From an optimization exercise on the open Yosys and OpenROAD flow, aimed at small area, a short achievable clock period and few clock cycles; shortcuts taken in it are not production practice. RTL that was checked went through simulation tests only; none was proved equivalent to the original. Function not checked in runs 1, 2, 4 and 5: the RTL went through the layout flow alone. The clock port is modelled as an ideal driver; clocking choices that lean on that would not hold on a real chip. No activity file was given, so power comes from the tool's default toggle rates.

**design.v**
```verilog
module fsm(
    input [15:0] dataIn,
    input R_I,
    input reset,
    input clk,
    output reg REG_ERROR,
    output [15:0] dataOut,
    output reg R_O
);
wire        s = dataIn[15];
wire [14:0] x = dataIn[14:0];
wire        busy = R_O | REG_ERROR;
wire [11:0] lo;
assign lo[0] = 1'b0;
genvar g;
generate
    for (g = 1; g < 12; g = g + 1) begin : p
        assign lo[g] = |x[g-1:0];
    end
endgenerate
wire [11:0] m = x[11:0] ^ ({12{s}} & lo);
wire err = s ? ~&x[14:11] : (|x[14:12] | (x[11] & lo[11]));
wire l4 = s ? (&x[10:4] & lo[4]) : ~|x[11:4];
wire l8 = s ? (&x[10:8] & lo[8]) : ~|x[11:8];
wire [11:0] t4;
assign t4[11:8] = m[11:8] | ({4{l8}} & m[7:4]) | ({4{l4}} & m[3:0]);
assign t4[7:4]  = ({4{~l8}} & m[7:4]) | ({4{l8 & ~l4}} & m[3:0]);
assign t4[3:0]  = {4{~l8}} & m[3:0];
reg        sgn, q8, q4;
reg [11:0] r4;
always @(posedge clk) begin
    sgn <= s;
    q8  <= l4;
    q4  <= l8 & ~l4;
    r4  <= t4;
    if (reset) begin
        R_O       <= 1'b0;
        REG_ERROR <= 1'b0;
    end else begin
        R_O       <= R_I & ~busy & ~err;
        REG_ERROR <= R_I & ~busy & err;
    end
end
wire p0 = r4[11];
wire p1 = ~r4[11] & r4[10];
wire p2 = ~r4[11] & ~r4[10] & r4[9];
wire p3 = ~r4[11] & ~r4[10] & ~r4[9] & r4[8];
wire [13:0] rz = {r4, 2'b00};
generate
    for (g = 0; g < 10; g = g + 1) begin : o_m
        assign dataOut[g] = (p0 & rz[g+3]) | (p1 & rz[g+2]) | (p2 & rz[g+1]) | (p3 & rz[g]);
    end
endgenerate
assign dataOut[10] = p1 | p3;
assign dataOut[11] = p0 | p3;
assign dataOut[12] = p3 ^ q4;
assign dataOut[13] = p3 ? q8 : ~(q4 | q8);
assign dataOut[14] = (p0 | p1 | p2 | p3) & ~(p3 & q8);
assign dataOut[15] = sgn;
endmodule
```
**flow/run.sh**
```bash
#!/bin/bash
# ORFS layout as in standard.sh (the standard flow's own layout), with two changes:
#  - synthesis is synth_recipe.tcl, except that ABC maps with the script in
#    flow/map.abc (plain mapping, no sizing: the resizer sizes the cells
#    later) and, if MY_ABC_AVOID is set, without the slow many-input cells it
#    names; registers are mapped as in synth_recipe.tcl and keep their names;
#  - plain buf_1 cells as the port buffers (the resizer upsizes them where
#    timing needs it).
# Settings are in flow/params.sh; the ORFS output goes to standard_flow.log
# and the per-step logs under orfs/logs.
set -euo pipefail
W=$PWD
source "$W/flow/params.sh"
export MY_ABC_D MY_ABC_SCRIPT
# cells whose names match MY_ABC_AVOID (a regular expression) are kept out of ABC's library
MY_ABC_DONTUSE=""
if [[ -n "${MY_ABC_AVOID:-}" ]]; then
  MY_ABC_DONTUSE=$(grep -oE '^\s*cell *\( *"?sky130_fd_sc_hd__[a-z0-9_]+' "$FLOW_HOME/platforms/sky130hd/lib/sky130_fd_sc_hd__tt_025C_1v80.lib" \
    | grep -oE 'sky130_fd_sc_hd__[a-z0-9_]+' | grep -E "sky130_fd_sc_hd__($MY_ABC_AVOID)" | tr '\n' ' ')
fi
export MY_ABC_DONTUSE
# clock tree options, if set, replace ORFS's defaults for clock_tree_synthesis
if [[ -n "${MY_CTS_ARGS:-}" ]]; then export CTS_ARGS="$MY_CTS_ARGS"; fi
# extra ORFS variables (NAME=value words), e.g. repair options
for kv in ${MY_ENV:-}; do export "$kv"; done
export BUFFER_PORTS_ARGS="-buffer_cell sky130_fd_sc_hd__buf_1"
sed "s#SYNTH_SCRIPT=[^ ]*#SYNTH_SCRIPT=$W/flow/my_synth.tcl#" standard.sh > my_standard.sh
bash my_standard.sh finish > standard_flow.log 2>&1
```
**flow/map.abc**
```
&get -n
&st
&dch
&nf
&put
topo
stime -c
```
**flow/my_synth.tcl**
```tcl
# synth_recipe.tcl with the abc call's script replaced (MY_ABC_SCRIPT), its
# delay target dropped or set (MY_ABC_D) and cells kept out (MY_ABC_DONTUSE).
proc abc {args} {
  set out {}
  for {set i 0} {$i < [llength $args]} {incr i} {
    set a [lindex $args $i]
    if {$a eq "-script"} {
      incr i
      if {$::env(MY_ABC_SCRIPT) ne ""} { lappend out -script $::env(MY_ABC_SCRIPT) }
      continue
    }
    if {$a eq "-D"} { incr i; continue }
    lappend out $a
  }
  if {$::env(MY_ABC_D) ne ""} { lappend out -D $::env(MY_ABC_D) }
  # extra cells ABC may not map to (slow many-input cells)
  if {[info exists ::env(MY_ABC_DONTUSE)]} {
    foreach pat $::env(MY_ABC_DONTUSE) {
      lappend out -dont_use $pat
    }
  }
  puts "my abc: $out"
  yosys abc {*}$out
}
source [file join [file dirname [file normalize [info script]]] .. synth_recipe.tcl]
```
**flow/params.sh**
```bash
MY_ABC_D=""
MY_ABC_SCRIPT="$W/flow/map.abc"
MY_ABC_AVOID="or4|and4|or3|and3|nor4|nand4|o41|a41|o311|a311|o2111|a2111|mux4|xor3|xnor3|maj3|fa_|ha_"
MY_CTS_ARGS=""
MY_ENV=""
```
**standard.sh**
```bash
#!/bin/bash
# synth_recipe.tcl (not shown) runs the flow's synth.tcl, then flattens the netlist and writes it again
# the make line also repeats each setting of config.mk as NAME=value (left out here)
make -C /OpenROAD-flow-scripts/flow DESIGN_CONFIG=/design/flow/config.mk WORK_HOME=/design/flow/orfs CLKGATE_MAP_FILE= SYNTH_SCRIPT=/design/flow/synth_recipe.tcl "${@:-finish}"
```
**config.mk**
```make
export PLATFORM = sky130hd
export DESIGN_NAME = fsm
export DESIGN_NICKNAME = fsm
export VERILOG_FILES = /design/flow/design.v
export SDC_FILE = /design/flow/constraint.sdc
export NUM_CORES = 4
export LEC_CHECK = 0
export CAP_MARGIN = 20
export CORE_AREA = 2 2 62 62
export DIE_AREA = 0 0 64 64
export SETUP_SLACK_MARGIN = 2.68
export SLEW_MARGIN = 20
```
**constraint.sdc**
```tcl
create_clock -name core_clock -period 5.0 [get_ports {clk}]
set_input_delay 1.0000 -clock core_clock [delete_from_list [all_inputs] [get_ports {clk}]]
set_output_delay 1.0000 -clock core_clock [all_outputs]
set_load 0.01 [all_outputs]
```
==> results of run 1 <==
## layout make-up
cell class / count / area (sq um)
fill: 376 / 2060
multi-input combinational: 105 / 678
sequential: 17 / 349
timing repair buffer: 41 / 193
tap: 46 / 57.6
clock buffer: 4 / 26.3
inverter: 7 / 26.3
## per-layer routing
metal / track usage / vias up / wire [um]
li1: - / 569 / -
met1: 0.159 / 479 / 1140
met2: 0.191 / 42 / 1120
met3: 0.00704 / 4 / 153
met4: 0.0571 / 0 / 51
met5: 0 / - / 0
## registers in the layout, indices dropped and copies added (netlist names)
| register | cells |
|---|---|
| r4 | 12 |
| q4 | 1 |
| REG_ERROR | 1 |
| R_O | 1 |
| sgn | 1 |
| q8 | 1 |
## cell usage in the layout, fill, tap and decap left out, types with 2 or more instances in the layout
cell,instances
o22ai_1,4
xnor2_1,4
o21ai_1,3
o221ai_1,4
o21ai_0,4
or2_0,3
xor2_1,7
dfxtp_1,14
nor3_1,4
buf_4,2
o31ai_1,3
buf_6,3
nor2_1,13
dfxtp_4,2
nand2_1,22
clkinv_1,7
buf_1,29
a31oi_1,3
buf_2,6
and2_4,2
a222oi_1,8
nand3_1,4
clkbuf_4,3
a21oi_1,3
## logic make-up (layout without fill, tap and decap cells)
family	Yosys count	in the layout	synth area share
AOI/OAI and AO/OA	37	37	0.275
xor gates and xnor gates	11	11	0.0971
buffers and inverters	8	52	0.0341
DFF	17	17	0.343
and+or+nand+nor	56	57	0.251
## power groups by stage
stage	sequential, uW	clock, uW	combinational, uW
final	164	69.0	120
after floorplan	163	0	66.1
after global routing	166	78.5	131
after detailed placement	167	0	99.4
after CTS	163	70.3	115
after global placement	167	0	99.2
## final timing paths
| check | endpoint | depth (start not counted) |
|---|---|---|
| worst max-delay path | dataOut[13] | 6 |
| worst min-delay path | R_O | 3 |
| worst max register to register | REG_ERROR | 3 |
| worst min register to register | R_O | 3 |
## critical path, cell delays in order (launching register included)
cell and delay (ns):
dfxtp_4 0.35, buf_6 0.12, nor3_4 0.16, and2_4 0.22, nor3_1 0.05, a21o_1 0.15
buf_1 0.12
## stage by stage
| step | power, uW | instances | utilization |
|---|---|---|---|
| final | 353 | 220 | 0.392 |
| after global routing | 376 | 220 | 0.392 |
| after CTS | 348 | 220 | 0.385 |
| after detailed placement | 266 | 210 | 0.349 |
| after global placement | 266 | 210 | 0.349 |
| after floorplan | 229 | 129 | - |
## repair_timing
item | 4_1_cts | 5_1_grt
hold buffers | 0 | 0
gates cloned | 2 | 0
setup endpoints to repair | 20 | 27
pin swaps | 3 | 4
resized for setup | 21 | 11
buffers inserted | 4 | 0
==> impl_metrics.py, run 1 <==
metrics = {
    "synthesis": {
        "synth_cell_types": 26,
        "netlist_area_sq_um": 992,
        "synth_most_common_cell": "nand2_1",
        "synthCells": 129,
        "syn_avg_cell_area_sq_um": 7.69,
        "synth_top_area_frac": 0.343,
        "async_flop_share": 0,
        "yosysSeqAreaShare": 0.343,
        "ys_top_cells_by_area": "dfxtp_1, nand2_1, a222oi_1",
        "synth-seq-cells": 17,
        "synth_ff_type": "dfxtp_1",
        "synth.largest_area_cell": "dfxtp_1",
        "ys_top_cells_by_count": "nand2_1, dfxtp_1, nor2_1, a222oi_1",
        "synth_edf_count": 0,
        "yosysWarnings": 1,
    },
    "worst_setup_path": {
        "endpoint_kind": "output port",
        "cp_max_fo": 6,
        "r2r-start": "REG_ERROR",
        "startpoint": "r4[9]",
        "reg2reg_setup_slack_ns": 4.28,
        "arrival_ns": 1.44,
        "path_class": "flop to output port",
        "cp_data_required_time_ns": 4.00,
        "start_kind": "flop",
    },
    "placement": {
        "port_buffers": 36,
        "dp.final_hpwl_um": 1870,
        "place_area_sq_mm": 0.00118,
        "place_congestion": 0.856,
        "dpl_worst_slack_ns": 2.14,
    },
    "layout": {
        "final_nets": 194,
        "num_antenna_cells": 0,
        "layout-drive-gt1-share": 0.155,
        "layout-area-overhead-vs-synth_pct": 34.0,
        "design_area_sq_mm": 0.00133,
    },
    "clock_network": {
        "cts_made_buffers": 3,
        "clkSlewWorstSetupHoldPaths_ns": 0.09,
        "cts_tree": "built",
        "clock_latency_ns": 0.28,
        "numClockSinks": 17,
    },
    "pwr": {
        "power_switching_uw": 118,
        "ir_drop_mv": 0.0692,
        "combPwrFrac": 0.339,
        "switching_share": 0.336,
        "power_frac_seq": 0.465,
        "pwr-share-clk": 0.196,
        "leakagePower_uw": 0.000493,
        "internal-power_uw": 234,
        "cellPowerDensity_mw_per_mm2": 265,
    },
    "timing": {
        "relSlewSlack": 0.654,
        "worst_slew_pin_slew_ns": 0.515,
        "clock_skew_ns": 0.00000347,
        "layout_min_cycle_time_ns": 2.44,
        "final-setup-viol-count": 0,
        "setup_tns_ns": 0,
        "hold_violations": 0,
        "drv_slew": 0,
        "max_freq_mhz": 410,
        "fin_crit_sh": 0.488,
        "rsz0062_at_grt": "yes",
        "worst_slack_ns": 2.56,
        "hold_slack_ns": 0.526,
    },
    "grt": {
        "grt_pass1_vias": 892,
        "antenna_found_initial": 0,
        "grt_pass1_wl_um": 3940,
        "grt_usage": 0.118,
        "grt_overflow": 0,
        "grt_max_degree": 13,
    },
    "floorplanning": {
        "die_height_um": 64,
        "die_area_sq_mm": 0.00410,
        "rows": 21,
        "start_util": 0.293,
        "core_sq_mm": 0.00339,
        "die_w_um": 64,
        "io_pins": 37,
    },
    "route": {
        "drt-total-wl_um": 2460,
        "drc": 0,
        "vias": 1094,
        "wl_per_cell_um": 11.2,
        "ant_nets": 0,
        "drt_iter0_drc": 119,
        "drt-pass1-iter-count": 5,
        "viasPerCell": 4.97,
    },
    "min_path": {
        "hold_start": "R_O",
        "hold_path.class": "flop to flop",
    },
    "run_status": {
        "status": "finished clean",
    },
    "run": {
        "timing.max_cap.violations": 0,
    },
}
==> run 2: changes to the inputs <==
==> flow/params.sh (replaced) <==
MY_ABC_D=""
MY_ABC_SCRIPT="$W/flow/map.abc"
MY_ABC_AVOID="or4|and4|or3|and3|nor4|nand4|o41|a41|o311|a311|o2111|a2111|mux4|xor3|xnor3|maj3|fa_|ha_"
MY_CTS_ARGS="-sink_clustering_enable -sink_clustering_size 50 -sink_clustering_max_diameter 300 -sink_clustering_levels 1 -repair_clock_nets -root_buf sky130_fd_sc_hd__clkbuf_8 -buf_list sky130_fd_sc_hd__clkbuf_8"
MY_ENV=""
==> impl_metrics.py, run 2 <==
metrics = {
    "run_status": {
        "status": "finished clean",
    },
    "synthesis": {
        "synthCells": 129,
        "ys_top_cells_by_count": "nand2_1, dfxtp_1, nor2_1, a222oi_1",
        "synth_ff_type": "dfxtp_1",
        "syn_avg_cell_area_sq_um": 7.69,
        "synth.largest_area_cell": "dfxtp_1",
        "async_flop_share": 0,
        "synth_most_common_cell": "nand2_1",
        "synth_cell_types": 26,
        "netlist_area_sq_um": 992,
        "synth-seq-cells": 17,
        "synth_edf_count": 0,
        "yosysSeqAreaShare": 0.343,
        "yosysWarnings": 1,
        "synth_top_area_frac": 0.343,
        "ys_top_cells_by_area": "dfxtp_1, nand2_1, a222oi_1",
    },
    "clock_network": {
        "cts_tree": "built",
        "clkSlewWorstSetupHoldPaths_ns": 0.06,
        "clock_latency_ns": 0.24,
        "numClockSinks": 17,
        "cts_hold_repair.buffers": 0,
        "cts_made_buffers": 3,
    },
    "min_path": {
        "min_path_cells": 3,
        "hold_start": "R_O",
        "holdPathEnd": "R_O",
        "hold_path.class": "flop to flop",
    },
    "layout": {
        "layout-area-overhead-vs-synth_pct": 35.7,
        "fillCellCount": 366,
        "largest_reg_flops": 12,
        "final_cell_mix": "buf_1, nand2_1, dfxtp_1, nor2_1, a222oi_1",
        "num_antenna_cells": 0,
        "regMostFlops": "r4",
        "layout-drive-gt1-share": 0.155,
        "final_common_cell": "buf_1",
        "design_area_sq_mm": 0.00135,
        "final_nets": 194,
    },
    "timing": {
        "drv_slew": 0,
        "relSlewSlack": 0.655,
        "layout_min_cycle_time_ns": 2.42,
        "max_freq_mhz": 414,
        "hold_slack_ns": 0.521,
        "fin_crit_sh": 0.483,
        "worst_slew_pin_slew_ns": 0.514,
        "clock_skew_ns": 0.00000838,
        "setup_tns_ns": 0,
        "rsz0062_at_grt": "yes",
        "hold_violations": 0,
        "final-setup-viol-count": 0,
    },
    "pwr": {
        "switching_share": 0.316,
        "internal-power_uw": 258,
        "pwr-share-clk": 0.249,
        "power_switching_uw": 119,
        "cellPowerDensity_mw_per_mm2": 280,
        "finalPower_uw": 378,
        "leakagePower_uw": 0.000507,
        "ir_drop_mv": 0.0822,
        "combPwrFrac": 0.316,
        "power_frac_seq": 0.435,
    },
    "worst_setup_path": {
        "endpoint_kind": "output port",
        "worst_r2r_endpoint": "REG_ERROR",
        "path_class": "flop to output port",
        "arrival_ns": 1.42,
        "cp_data_required_time_ns": 4.00,
        "cp_max_fo": 5,
        "rr_worst_depth": 3,
        "reg2reg_setup_slack_ns": 4.28,
        "r2r-start": "REG_ERROR",
        "start_kind": "flop",
    },
    "floorplanning": {
        "core_sq_mm": 0.00339,
        "start_util": 0.293,
        "die_area_sq_mm": 0.00410,
        "die_w_um": 64,
        "rows": 21,
        "die_height_um": 64,
        "io_pins": 37,
    },
    "route": {
        "wl_per_cell_um": 11.0,
        "viasPerCell": 4.96,
        "drt-pass1-iter-count": 5,
        "drt-total-wl_um": 2420,
        "ant_nets": 0,
        "drt_iter0_drc": 100,
        "vias": 1091,
        "drc": 0,
    },
    "run": {
        "timing.max_cap.violations": 0,
    },
    "grt": {
        "grt_pass1_wl_um": 3950,
        "antenna_found_initial": 0,
        "grt_pass1_vias": 895,
        "grt_max_degree": 13,
        "grt_overflow": 0,
        "grt_usage": 0.119,
    },
    "placement": {
        "place_congestion": 0.856,
        "place_area_sq_mm": 0.00118,
        "dp.final_hpwl_um": 1870,
        "port_buffers": 36,
    },
}
## run 2: cell types whose count changed in the layout (fill, tap and decap cells not counted), moves of 2 or more
| cell | delta |
|---|---|
| clkbuf_2 | +4 |
| clkbuf_4 | -3 |
| clkbuf_8 | +3 |
| buf_1 | -2 |
| buf_6 | -2 |
## run 2: cell type report
class                      instances  area [sq um]  area share
inverter                           7          26.3      0.0195
clock inverter                     1          3.75     0.00279
tap                               46          57.6      0.0428
timing repair buffer              41           198       0.147
multi-input combinational        105           671       0.498
clock buffer                       3          41.3      0.0307
sequential                        17           349       0.259
## run 2: per-layer routing
metal | GRT usage | vias to the layer above | routed length (um)
met1 | 0.158 | 471 | 1100
met2 | 0.191 | 45 | 1080
met5 | 0 | - | 0
li1 | - | 571 | -
met4 | 0.0571 | 0 | 52
met3 | 0.0141 | 4 | 176
## run 2: per-stage QoR
step	setup slack, ns	instances	utilization
floorplan	2.69	129	-
global route	2.53	220	0.397
detailed placement	2.14	210	0.349
CTS	2.57	220	0.394
finish	2.58	220	0.397
global placement	2.22	210	0.349
## run 2: worst max-delay path by stage
stage                           from          to  slack, ns
after detailed placement  dataIn[15]       r4[5]       2.14
after global placement    dataIn[15]       r4[7]       2.22
after CTS                      r4[9]  dataOut[1]       2.57
after global routing           r4[9]  dataOut[8]       2.53
final                          r4[9]  dataOut[1]       2.58
after floorplan            dataIn[5]       r4[7]       2.69
## run 2: cells by family (layout without fill, tap and decap cells)
logic type	after synthesis	count (layout)	share of synthesized area
XOR/XNOR	11	11	0.0971
AO/OA/AOI/OAI	37	37	0.275
flip-flops	17	17	0.343
AND/OR/NAND/NOR	56	57	0.251
buffers and inverters	8	52	0.0341
## run 2: timing repair
item                       CTS  global route
pin swaps                    3             7
setup buffers                4             0
gates cloned                 2             0
resized for setup           21             8
setup endpoints to repair   20            27
## run 2: critical path, cell delays in order, from the launching register on
cell	delay, ns
dfxtp_4	0.35
nor3b_4	0.15
buf_6	0.12
a222oi_1	0.30
clkinv_1	0.10
buf_2	0.15
## run 2: power by group through the flow
| stage | registers (uW) | logic [uW] | clock network (uW) |
|---|---|---|---|
| 6_report | 164 | 119 | 93.8 |
| 2_1_floorplan | 163 | 66.1 | 0 |
| 3_3_place_gp | 167 | 99.2 | 0 |
| 5_1_grt | 166 | 130 | 106 |
| 3_5_place_dp | 167 | 99.4 | 0 |
| 4_1_cts | 164 | 117 | 96.5 |
==> run 3: changes to the inputs <==
--- a/design.v
+++ b/design.v
@@ -28,3 +28,6 @@
 assign t4[3:0]  = {4{~l8}} & m[3:0];
-reg        sgn, q8, q4;
+wire f1 = ~t4[11] & t4[10];
+wire f2 = ~t4[11] & ~t4[10] & t4[9];
+wire f3 = ~t4[11] & ~t4[10] & ~t4[9] & t4[8];
+reg        sgn, q8, q4, p1, p2, p3;
 reg [11:0] r4;
@@ -34,2 +37,5 @@
     q4  <= l8 & ~l4;
+    p1  <= f1;
+    p2  <= f2;
+    p3  <= f3;
     r4  <= t4;
@@ -44,5 +50,2 @@
 wire p0 = r4[11];
-wire p1 = ~r4[11] & r4[10];
-wire p2 = ~r4[11] & ~r4[10] & r4[9];
-wire p3 = ~r4[11] & ~r4[10] & ~r4[9] & r4[8];
 wire [13:0] rz = {r4, 2'b00};
==> impl_metrics.py, run 3 <==
metrics = {
    "synthesis": {
        "yosysWarnings": 1,
        "synth_most_common_cell": "nand2_1",
        "ys_top_cells_by_area": "dfxtp_1, nand2_1, a222oi_1",
        "synthCells": 137,
        "yosysSeqAreaShare": 0.375,
        "synth-seq-cells": 20,
        "netlist_area_sq_mm": 0.00107,
        "synth_cell_types": 24,
        "synth-compound-area-share": 0.229,
        "synth_edf_count": 0,
        "synth_xor_area_frac": 0.107,
        "yosys.area_share.simple": 0.244,
        "synthAdderAreaFrac": 0,
        "syn_avg_cell_area_sq_um": 7.79,
        "async_flop_share": 0,
        "synth_ff_type": "dfxtp_1",
        "synthMuxAreaShare": 0,
        "ys_top_cells_by_count": "nand2_1, dfxtp_1, nor2_1, clkinv_1, a222oi_1",
        "synth.largest_area_cell": "dfxtp_1",
        "synth_top_family_by_area": "simple AND/OR/NAND/NOR gates",
        "synth_top_area_frac": 0.375,
    },
    "timing": {
        "max_freq_mhz": 438,
        "layout_min_cycle_time_ns": 2.29,
        "worst_slack_ns": 2.71,
        "relSlewSlack": 0.714,
        "final-setup-viol-count": 0,
        "worst_slew_pin_slew_ns": 0.426,
        "drv_slew": 0,
        "hold_violations": 0,
        "fin_crit_sh": 0.457,
        "clock_skew_ns": 0.0000401,
        "setup_tns_ns": 0,
        "rsz0062_at_grt": "yes",
    },
    "pwr": {
        "ir_drop_mv": 0.0750,
        "leakagePower_uw": 0.000516,
        "cellPowerDensity_mw_per_mm2": 287,
    },
    "run_status": {
        "status": "finished clean",
    },
    "layout": {
        "largest_reg_flops": 12,
        "final_common_cell": "buf_1",
        "final_cell_mix": "buf_1, nand2_1, dfxtp_1, nor2_1, clkinv_1",
        "regMostFlops": "r4",
        "layout-area-overhead-vs-synth_pct": 31.9,
        "layout-drive-gt1-share": 0.146,
        "num_antenna_cells": 0,
        "final_nets": 199,
        "fin_cells": 224,
    },
    "route": {
        "viasPerCell": 4.82,
        "drt-pass1-iter-count": 5,
        "drt-total-wl_um": 2500,
        "ant_nets": 0,
        "drt_iter0_drc": 94,
        "drc": 0,
        "wl_per_cell_um": 11.2,
        "vias": 1079,
    },
    "worst_setup_path": {
        "endpoint_kind": "flop",
        "arrival_ns": 2.45,
        "cp_max_fo": 3,
        "max_stage_delay_ns": 0.29,
        "path_cells": "buf_1 -> nor2_2 -> buf_4 -> a31oi_2 -> a21oi_1 -> xnor2_1 -> a221oi_2 -> nand2_1 -> nor3b_2",
        "cp_data_required_time_ns": 5.16,
        "critPathBufInv": 2,
        "critical-path-top-delay-family": "compound AO/OA/AOI/OAI gates",
        "slowest_stage": "a221oi_2",
        "path_class": "primary input to flop",
        "start_kind": "primary input",
    },
    "floorplanning": {
        "core_sq_mm": 0.00339,
        "die_area_sq_mm": 0.00410,
        "die_w_um": 64,
        "io_pins": 37,
        "rows": 21,
        "start_util": 0.315,
        "die_height_um": 64,
    },
    "clock_network": {
        "clock_latency_ns": 0.24,
        "cts_hold_repair.buffers": 0,
        "cts_tree": "built",
        "clkSlewWorstSetupHoldPaths_ns": 0.06,
        "numClockSinks": 20,
        "cts_made_buffers": 3,
    },
    "grt": {
        "grt_pass1_vias": 962,
        "grt_usage": 0.123,
        "grt_max_degree": 15,
        "antenna_found_initial": 0,
        "grt_pass1_wl_um": 4100,
        "grt_overflow": 0,
    },
    "min_path": {
        "hold_path.class": "flop to flop",
    },
    "placement": {
        "dpl_worst_slack_ns": 2.18,
        "port_buffers": 36,
        "place_inst": 218,
        "place_congestion": 0.842,
        "dp.final_hpwl_um": 1910,
    },
    "run": {
        "timing.max_cap.violations": 0,
    },
}
run 3: path summary, 6_finish.rpt:
check,from,end,slack (ns),depth (start not counted)
min,R_O,REG_ERROR,0.52,3
max reg2reg,REG_ERROR,R_O,4.33,3
max,dataIn[3],p3,2.71,9
min reg2reg,R_O,REG_ERROR,0.52,3
run 3: cell type report:
| cell class | instances | area (sq um) |
|---|---|---|
| Tap cell | 46 | 57.6 |
| Inverter | 11 | 41.3 |
| Fill cell | 370 | 1980 |
| Timing Repair Buffer | 39 | 164 |
| Clock buffer | 3 | 41.3 |
| Multi-Input combinational cell | 105 | 696 |
| Sequential cell | 20 | 408 |
run 3: logic make-up (layout without fill, tap and decap cells):
kind of cell / Yosys count / after routing
and+or+nand+nor: 59 / 59
AOI/OAI and AO/OA: 33 / 33
DFF: 20 / 20
xor gates and xnor gates: 13 / 13
buffers and inverters: 12 / 53
run 3: repair_timing:
action,4_1_cts,5_1_grt
pin swaps,1,5
setup buffers,1,2
endpoints found under the setup margin,11,16
gates cloned,0,0
gates resized for setup,6,20
run 3: power breakdown:
part           switching [uW]  internal (uW)
sequential               19.0            176
clock                    42.9           53.3
combinational            63.9           49.2
total                     126            278
run 3: per-layer routing:
| metal | wire length, um | track usage |
|---|---|---|
| met5 | 0 | 0 |
| met2 | 1120 | 0.189 |
| met1 | 1230 | 0.174 |
| met4 | 0 | 0.0489 |
| met3 | 151 | 0.0158 |
run 3: through the flow:
| step | power [uW] | hold slack, ns | area, sq um | utilization |
|---|---|---|---|---|
| global placement | 302 | 0.516 | 1270 | 0.374 |
| floorplan | 263 | 0.567 | 1080 | - |
| global route | 432 | 0.563 | 1410 | 0.415 |
| CTS | 400 | 0.531 | 1330 | 0.394 |
| finish | 404 | 0.522 | 1410 | 0.415 |
| detailed placement | 302 | 0.521 | 1270 | 0.374 |
run 3: worst reg2reg max path: cells and delay by family, from the launching register on:
kind	cells	cell delay, ns
flip-flops	1	0.31
AND/OR/NAND/NOR	3	0.30
Testbench counts of run 3, summed over its fixed seeds: cycles 24,000.
==> run 4: changes to the inputs <==
--- a/design.v
+++ b/design.v
@@ -53,3 +53,4 @@
     for (g = 0; g < 10; g = g + 1) begin : o_m
-        assign dataOut[g] = (p0 & rz[g+3]) | (p1 & rz[g+2]) | (p2 & rz[g+1]) | (p3 & rz[g]);
+        cv_ao2222 u (.a1(p0), .a2(rz[g+3]), .b1(p1), .b2(rz[g+2]), .c1(p2), .c2(rz[g+1]),
+                     .d1(p3), .d2(rz[g]), .y(dataOut[g]));
     end
@@ -63 +64,6 @@
 endmodule
+module cv_ao2222 (input a1, a2, b1, b2, c1, c2, d1, d2, output y);
+    wire u = ~((a1 & a2) | (b1 & b2));
+    wire v = ~((c1 & c2) | (d1 & d2));
+    assign y = ~(u & v);
+endmodule
==> flow/params.sh (replaced) <==
MY_ABC_D=""
MY_ABC_SCRIPT="$W/flow/map.abc"
MY_ABC_AVOID="or4|and4|or3|and3|nor4|nand4|o41|a41|o311|a311|o2111|a2111|mux4|xor3|xnor3|maj3|fa_|ha_"
MY_CTS_ARGS=""
MY_ENV=""
--- a/config.mk
+++ b/config.mk
@@ -12 +12,3 @@
 export SLEW_MARGIN = 20
+export SYNTH_HIERARCHICAL = 1
+export SYNTH_MINIMUM_KEEP_SIZE = 0
==> impl_metrics.py, run 4 <==
metrics = {
    "run_status": {
        "status": "finished clean",
    },
    "worst_setup_path": {
        "r2r-start": "REG_ERROR",
        "path_cells": "or2_0 -> nor3_1 -> a21oi_1 -> buf_1",
        "arrival_ns": 1.23,
        "reg2reg_setup_slack_ns": 4.33,
        "start_kind": "flop",
        "path_class": "flop to output port",
        "slowest_stage": "dfxtp_4",
        "cp_max_fo": 7,
        "worst_r2r_endpoint": "R_O",
        "cp_data_required_time_ns": 4.00,
        "rr_worst_depth": 3,
        "endpoint_kind": "output port",
        "max_stage_delay_ns": 0.38,
    },
    "min_path": {
        "min_path_cells": 3,
        "hold_start": "R_O",
        "hold_path.class": "flop to flop",
        "holdPathEnd": "REG_ERROR",
    },
    "floorplanning": {
        "io_pins": 37,
        "start_util": 0.323,
        "die_area_sq_mm": 0.00410,
        "die_height_um": 64,
        "die_w_um": 64,
        "core_sq_mm": 0.00339,
        "rows": 21,
    },
    "route": {
        "vias": 1137,
        "drt-total-wl_um": 2640,
        "drt_iter0_drc": 48,
        "ant_nets": 0,
        "drt-pass1-iter-count": 4,
        "wl_per_cell_um": 11.3,
        "viasPerCell": 4.86,
        "drc": 0,
    },
    "layout": {
        "largest_reg_flops": 12,
        "final_common_cell": "buf_1",
        "regArea_sq_um": 410,
        "final_nets": 209,
        "multi_input_area_sq_um": 699,
        "fillCellCount": 368,
        "utilization": 0.418,
        "layout-drive-gt1-share": 0.128,
        "layout-area-overhead-vs-synth_pct": 29.2,
        "regMostFlops": "r4",
        "num_antenna_cells": 0,
        "final_cell_mix": "buf_1, a22oi_1, nand2_1, dfxtp_1, nor2_1",
    },
    "grt": {
        "grt_max_degree": 17,
        "grt_usage": 0.122,
        "grt_pass1_vias": 938,
        "grt_overflow": 0,
        "antenna_found_initial": 0,
        "grt_pass1_wl_um": 4010,
    },
    "timing": {
        "fin_crit_sh": 0.446,
        "layout_min_cycle_time_ns": 2.23,
        "hold_slack_ns": 0.525,
        "setup_tns_ns": 0,
        "clock_skew_ns": 0.0000513,
        "final-setup-viol-count": 0,
        "hold_violations": 0,
        "rsz0062_at_grt": "no",
        "drv_slew": 0,
        "max_freq_mhz": 448,
    },
    "synthesis": {
        "synth-compound-area-share": 0.269,
        "synthAdderAreaFrac": 0,
        "ys_top_cells_by_count": "a22oi_1, dfxtp_1, nand2_1, nor2_1, clkinv_1",
        "ys_top_cells_by_area": "dfxtp_1, a22oi_1, nand2_1",
        "synth.largest_area_cell": "dfxtp_1",
        "async_flop_share": 0,
        "yosys.area_share.simple": 0.217,
        "synth_ff_type": "dfxtp_1",
        "synth_top_family_by_area": "compound AO/OA/AOI/OAI gates",
        "netlist_area_sq_mm": 0.00110,
        "synth-seq-cells": 20,
        "yosysWarnings": 7,
        "synth_cell_types": 24,
        "synth_edf_count": 0,
        "syn_avg_cell_area_sq_um": 7.77,
        "synthCells": 141,
        "synthMuxAreaShare": 0,
        "synth_top_area_frac": 0.365,
        "synth_xor_area_frac": 0.104,
        "yosysSeqAreaShare": 0.365,
    },
    "run": {
        "timing.max_cap.violations": 0,
    },
    "clock_network": {
        "clkSlewWorstSetupHoldPaths_ns": 0.09,
        "cts_made_buffers": 3,
        "numClockSinks": 20,
        "cts_tree": "built",
        "clock_latency_ns": 0.29,
    },
    "pwr": {
        "ir_drop_mv": 0.0696,
        "leakagePower_uw": 0.000530,
        "cellPowerDensity_mw_per_mm2": 269,
    },
    "placement": {
        "dp.final_hpwl_um": 1970,
        "place_congestion": 0.848,
        "port_buffers": 36,
    },
}
run 4: changes by cell type after synthesis, sizes merged:
cell,change
conb,+1
nand2,-6
a222oi,-9
clkinv,-1
a22oi,+20
a22o,-1
run 4: how the worst max path moves through the flow:
stage                  end  slack, ns        from
3_3_place_gp            p3       2.25  dataIn[15]
4_1_cts                 p3       2.68   dataIn[3]
6_report       dataOut[14]       2.77      r4[11]
5_1_grt                 p3       2.66   dataIn[4]
3_5_place_dp            p3       2.16  dataIn[15]
2_1_floorplan           p3       2.70   dataIn[3]
run 4: modules after synthesis (local to each module, per instance):
module	cells	cell area, sq um	flip-flops and latches
cv_ao2222	3	18.8	0
fsm	111	908	20
run 4: kinds of logic (layout without fill, tap and decap cells):
| logic type | Yosys count | count (layout) |
|---|---|---|
| AND/OR/NAND/NOR | 53 | 53 |
| AO/OA/AOI/OAI | 43 | 43 |
| flip-flops | 20 | 20 |
| XOR/XNOR | 13 | 13 |
| buffers and inverters | 11 | 56 |
| other | 1 | 3 |
run 4: routing by layer:
metal | vias to the layer above | GRT usage | wire (um)
li1 | 600 | - | -
met1 | 496 | 0.166 | 1260
met2 | 39 | 0.191 | 1220
met3 | 2 | 0.00704 | 145
met4 | 0 | 0.0652 | 21
met5 | - | 0 | 0
run 4: cell type report:
| class | count | area share |
|---|---|---|
| flip-flops and latches | 20 | 0.290 |
| well taps | 46 | 0.0406 |
| multi-input cells | 112 | 0.494 |
| repair buffers | 43 | 0.133 |
| clock buffers | 3 | 0.0159 |
| inverters | 10 | 0.0265 |
run 4: stage by stage:
stage	cell area (sq um)	total power [uW]	worst slack [ns]	std cells
after detailed placement	1310	305	2.16	224
after global routing	1420	403	2.66	234
after floorplan	1120	265	2.70	143
after global placement	1310	305	2.25	224
after CTS	1350	375	2.68	228
final	1420	380	2.77	234
run 4: report_power, final:
part	leakage (uW)	switching, uW	internal (uW)
clock	0.0000138	42.0	28.1
sequential	0.000169	18.3	175
combinational	0.000347	66.2	50.6
run 4: what timing repair did:
| item | 4_1_cts | 5_1_grt |
|---|---|---|
| buffers inserted | 1 | 6 |
| pin swaps | 1 | 1 |
| gates resized for setup | 7 | 10 |
| hold buffers | 0 | 0 |
| gates cloned | 0 | 0 |
| setup endpoints to repair | 12 | 17 |
run 4: critical path: cells and delay by family (launching register included):
family          cells  cell delay, ns
compound gates      1            0.05
buf+inv             1            0.12
flops               1            0.38
simple gates        2            0.39
==> run 5: changes to the inputs <==
==> design.v (replaced) <==
module fsm(
    input [15:0] dataIn,
    input R_I,
    input reset,
    input clk,
    output reg REG_ERROR,
    output [15:0] dataOut,
    output reg R_O
);
wire        s = dataIn[15];
wire [14:0] x = dataIn[14:0];
wire        busy = R_O | REG_ERROR;
wire [11:0] lo;
assign lo[0] = 1'b0;
genvar g;
generate
    for (g = 1; g < 12; g = g + 1) begin : p
        assign lo[g] = |x[g-1:0];
    end
endgenerate
wire [11:0] m = x[11:0] ^ ({12{s}} & lo);
wire err = s ? ~&x[14:11] : (|x[14:12] | (x[11] & lo[11]));
wire l4 = s ? (&x[10:4] & lo[4]) : ~|x[11:4];
wire l8 = s ? (&x[10:8] & lo[8]) : ~|x[11:8];
wire [11:0] t4;
assign t4[11:8] = m[11:8] | ({4{l8}} & m[7:4]) | ({4{l4}} & m[3:0]);
assign t4[7:4]  = ({4{~l8}} & m[7:4]) | ({4{l8 & ~l4}} & m[3:0]);
assign t4[3:0]  = {4{~l8}} & m[3:0];
wire z2 = ~(t4[11] | t4[10]);
wire [11:0] t2 = z2 ? {t4[9:0], 2'b00} : t4;
reg        sgn, q8, q4, q2;
reg [11:0] r2;
always @(posedge clk) begin
    sgn <= s;
    q8  <= l4;
    q4  <= l8 & ~l4;
    q2  <= z2;
    r2  <= t2;
    if (reset) begin
        R_O       <= 1'b0;
        REG_ERROR <= 1'b0;
    end else begin
        R_O       <= R_I & ~busy & ~err;
        REG_ERROR <= R_I & ~busy & err;
    end
end
assign dataOut[9:0] = r2[11] ? r2[10:1] : r2[9:0];
wire       z1 = ~r2[11];
wire       nz = r2[11] | r2[10];
wire [4:0] e  = 5'd26 - {1'b0, q8, q4, q2, z1};
assign dataOut[14:10] = nz ? e : 5'd0;
assign dataOut[15] = sgn;
endmodule
--- a/config.mk
+++ b/config.mk
@@ -10,5 +10,3 @@
 export DIE_AREA = 0 0 64 64
-export SETUP_SLACK_MARGIN = 2.68
+export SETUP_SLACK_MARGIN = 2.6
 export SLEW_MARGIN = 20
-export SYNTH_HIERARCHICAL = 1
-export SYNTH_MINIMUM_KEEP_SIZE = 0
==> impl_metrics.py, run 5 <==
metrics = {
    "placement": {
        "port_buffers": 36,
        "dp.final_hpwl_um": 2060,
        "place_congestion": 0.833,
        "place_inst": 208,
    },
    "synthesis": {
        "yosysWarnings": 1,
        "synth.largest_area_cell": "dfxtp_1",
        "yosysSeqAreaShare": 0.336,
        "synth_edf_count": 0,
        "ys_top_cells_by_count": "dfxtp_1, nand2_1, nor2_1, mux2_1, a21oi_1",
        "netlist_area_sq_mm": 0.00107,
        "async_flop_share": 0,
        "synth_cell_types": 27,
        "synth_top_area_frac": 0.336,
        "ys_top_cells_by_area": "dfxtp_1, mux2_1, mux2i_1",
        "synth_ff_type": "dfxtp_1",
        "syn_avg_cell_area_sq_um": 8.43,
        "synthCells": 127,
        "synth-seq-cells": 18,
        "synth_most_common_cell": "dfxtp_1",
    },
    "floorplanning": {
        "io_pins": 37,
        "core_sq_mm": 0.00339,
        "rows": 21,
        "die_height_um": 64,
        "die_area_sq_mm": 0.00410,
        "die_w_um": 64,
        "start_util": 0.316,
    },
    "layout": {
        "fin_cells": 226,
        "final_cell_mix": "buf_1, dfxtp_1, nand2_1, buf_4, nor2_1",
        "final_nets": 201,
        "layout-area-overhead-vs-synth_pct": 49.3,
        "largest_reg_flops": 12,
        "final_common_cell": "buf_1",
        "multi_input_area_sq_um": 866,
        "regArea_sq_um": 364,
        "layout-drive-gt1-share": 0.272,
        "num_antenna_cells": 0,
        "regMostFlops": "r2",
        "fillCellCount": 342,
    },
    "timing": {
        "layout_min_cycle_time_ns": 2.42,
        "max_freq_mhz": 413,
        "fin_crit_sh": 0.484,
        "worst_slew_pin_slew_ns": 0.528,
        "drv_slew": 0,
        "rsz0062_at_grt": "yes",
        "setup_tns_ns": 0,
        "clock_skew_ns": 0.0000636,
        "final-setup-viol-count": 0,
        "relSlewSlack": 0.645,
        "hold_violations": 0,
    },
    "grt": {
        "grt_pass1_vias": 1069,
        "grt_usage": 0.144,
        "grt_max_degree": 16,
        "antenna_found_initial": 0,
        "grt_overflow": 0,
        "grt_pass1_wl_um": 4720,
    },
    "clock_network": {
        "clkSlewWorstSetupHoldPaths_ns": 0.09,
        "cts_hold_repair.buffers": 0,
        "numClockSinks": 18,
        "cts_made_buffers": 3,
        "clock_latency_ns": 0.28,
        "cts_tree": "built",
    },
    "worst_setup_path": {
        "start_kind": "primary input",
        "cp_data_required_time_ns": 5.17,
        "arrival_ns": 2.59,
        "path_class": "primary input to flop",
        "endpoint_kind": "flop",
        "cp_max_fo": 5,
    },
    "pwr": {
        "cellPowerDensity_mw_per_mm2": 260,
        "ir_drop_mv": 0.0978,
        "leakagePower_uw": 0.000655,
    },
    "route": {
        "ant_nets": 0,
        "vias": 1129,
        "drc": 0,
        "viasPerCell": 5.00,
        "drt_iter0_drc": 27,
        "drt-total-wl_um": 2890,
        "wl_per_cell_um": 12.8,
        "drt-pass1-iter-count": 4,
    },
    "run": {
        "timing.max_cap.violations": 0,
    },
    "run_status": {
        "status": "finished clean",
    },
    "min_path": {
        "hold_path.class": "flop to flop",
    },
}
[run 5: cell count changes after synthesis, sizes merged, moves of 2 or more]
| cell | delta |
|---|---|
| a21oi | +6 |
| clkinv | -7 |
| mux2i | +8 |
| nand2b | -2 |
| or2 | -2 |
| nor3 | +2 |
| nand3 | -2 |
| dfxtp | -2 |
| a22oi | -18 |
| mux2 | +10 |
| nor2 | -2 |
| nand2 | -3 |
[run 5: layout make-up]
cell class | instances | share of cell area
multi-input cells | 106 | 0.541
flip-flops and latches | 18 | 0.228
repair buffers | 49 | 0.163
well taps | 46 | 0.0360
clock buffers | 4 | 0.0227
inverters | 3 | 0.00939
[run 5: metal layers]
layer | global-route usage | wire, um | part of all wire | up-vias
li1 | - | - | - | 563
met1 | 0.168 | 1160 | 0.40 | 523
met2 | 0.270 | 1540 | 0.53 | 37
met3 | 0.0194 | 162 | 0.056 | 6
met4 | 0.0462 | 26 | 0.0090 | 0
met5 | 0 | 0 | 0 | -
[run 5: critical path, cell delays in order]
cell and delay, ns:
buf_6 0.10, or2_4 0.26, nand2b_4 0.18, a32o_2 0.32, a221oi_4 0.40, nand2_2 0.18
mux2i_1 0.15
[run 5: report_power, final]
part | switching [uW] | total (uW) | internal (uW)
Clock | 40.9 | 85.2 | 44.3
Combinational | 90.7 | 160 | 69.1
Sequential | 8.95 | 171 | 162
[run 5: timing repair]
item,CTS,global route
resized for setup,20,16
buffers inserted,12,1
endpoints found under the setup margin,25,14
pin swaps,9,5
cloned,1,0
[run 5: final timing paths]
kind / startpoint / end / slack, ns / depth (start not counted)
max: dataIn[1] / r2[8] / 2.58 / 7
min reg2reg: REG_ERROR / R_O / 0.54 / 3
max reg2reg: REG_ERROR / REG_ERROR / 4.26 / 3
min: REG_ERROR / R_O / 0.54 / 3
[run 5: cell families after synthesis]
family,synth area share
AOI/OAI and AO/OA,0.183
xor gates and xnor gates,0.0900
adders and majority gates,0.0117
buffers and inverters,0.0175
DFF,0.336
muxes,0.180
and+or+nand+nor,0.181
[run 5: through the flow]
step | power [uW] | hold WS [ns] | instance area (sq um) | worst slack, ns | util
3_3_place_gp | 304 | 0.504 | 1310 | 2.20 | 0.388
4_1_cts | 409 | 0.546 | 1530 | 2.61 | 0.451
3_5_place_dp | 308 | 0.532 | 1310 | 2.10 | 0.388
6_report | 416 | 0.543 | 1600 | 2.58 | 0.472
5_1_grt | 441 | 0.582 | 1600 | 2.55 | 0.472
2_1_floorplan | 264 | 0.561 | 1130 | 2.54 | -

-- separate check: timing with driven ports --
How much do the figures lean on ideal ports? The routed layouts below were timed once more, with nothing changed but the port constraints.
Step 1 assumes that a clkbuf_16 drives the clock port and a buf_2 every other input.
Step 2 also shifts input and output timing later by t, the mid clock arrival at the registers, as if the neighbouring blocks saw the same clock.
Three values: ideal, step 1, step 2; two values: the first two.
run	t, ns	setup WS [ns]	worst hold slack (ns)	worst register clock-pin slew, ns	worst data-port slew with drivers (ns)
run 1	0.301	2.560 / 2.539 / 2.570	0.526 / 0.526 / 0.526	0.09 / 0.09	0.03
run 2	0.267	2.585 / 2.560 / 2.566	0.521 / 0.521 / 0.521	0.06 / 0.06	0.03
run 3	0.266	2.715 / 2.713 / 2.448	0.522 / 0.522 / 0.522	0.06 / 0.06	0.03
run 4	0.310	2.770 / 2.749 / 2.488	0.525 / 0.525 / 0.525	0.09 / 0.09	0.03
run 5	0.303	2.580 / 2.572 / 2.268	0.543 / 0.543 / 0.543	0.09 / 0.09	0.04
After both steps every run listed still meets setup and hold. The setup slack of run 5, which loses most, moves by -0.008 ns with the drivers and by -0.312 ns with both steps.
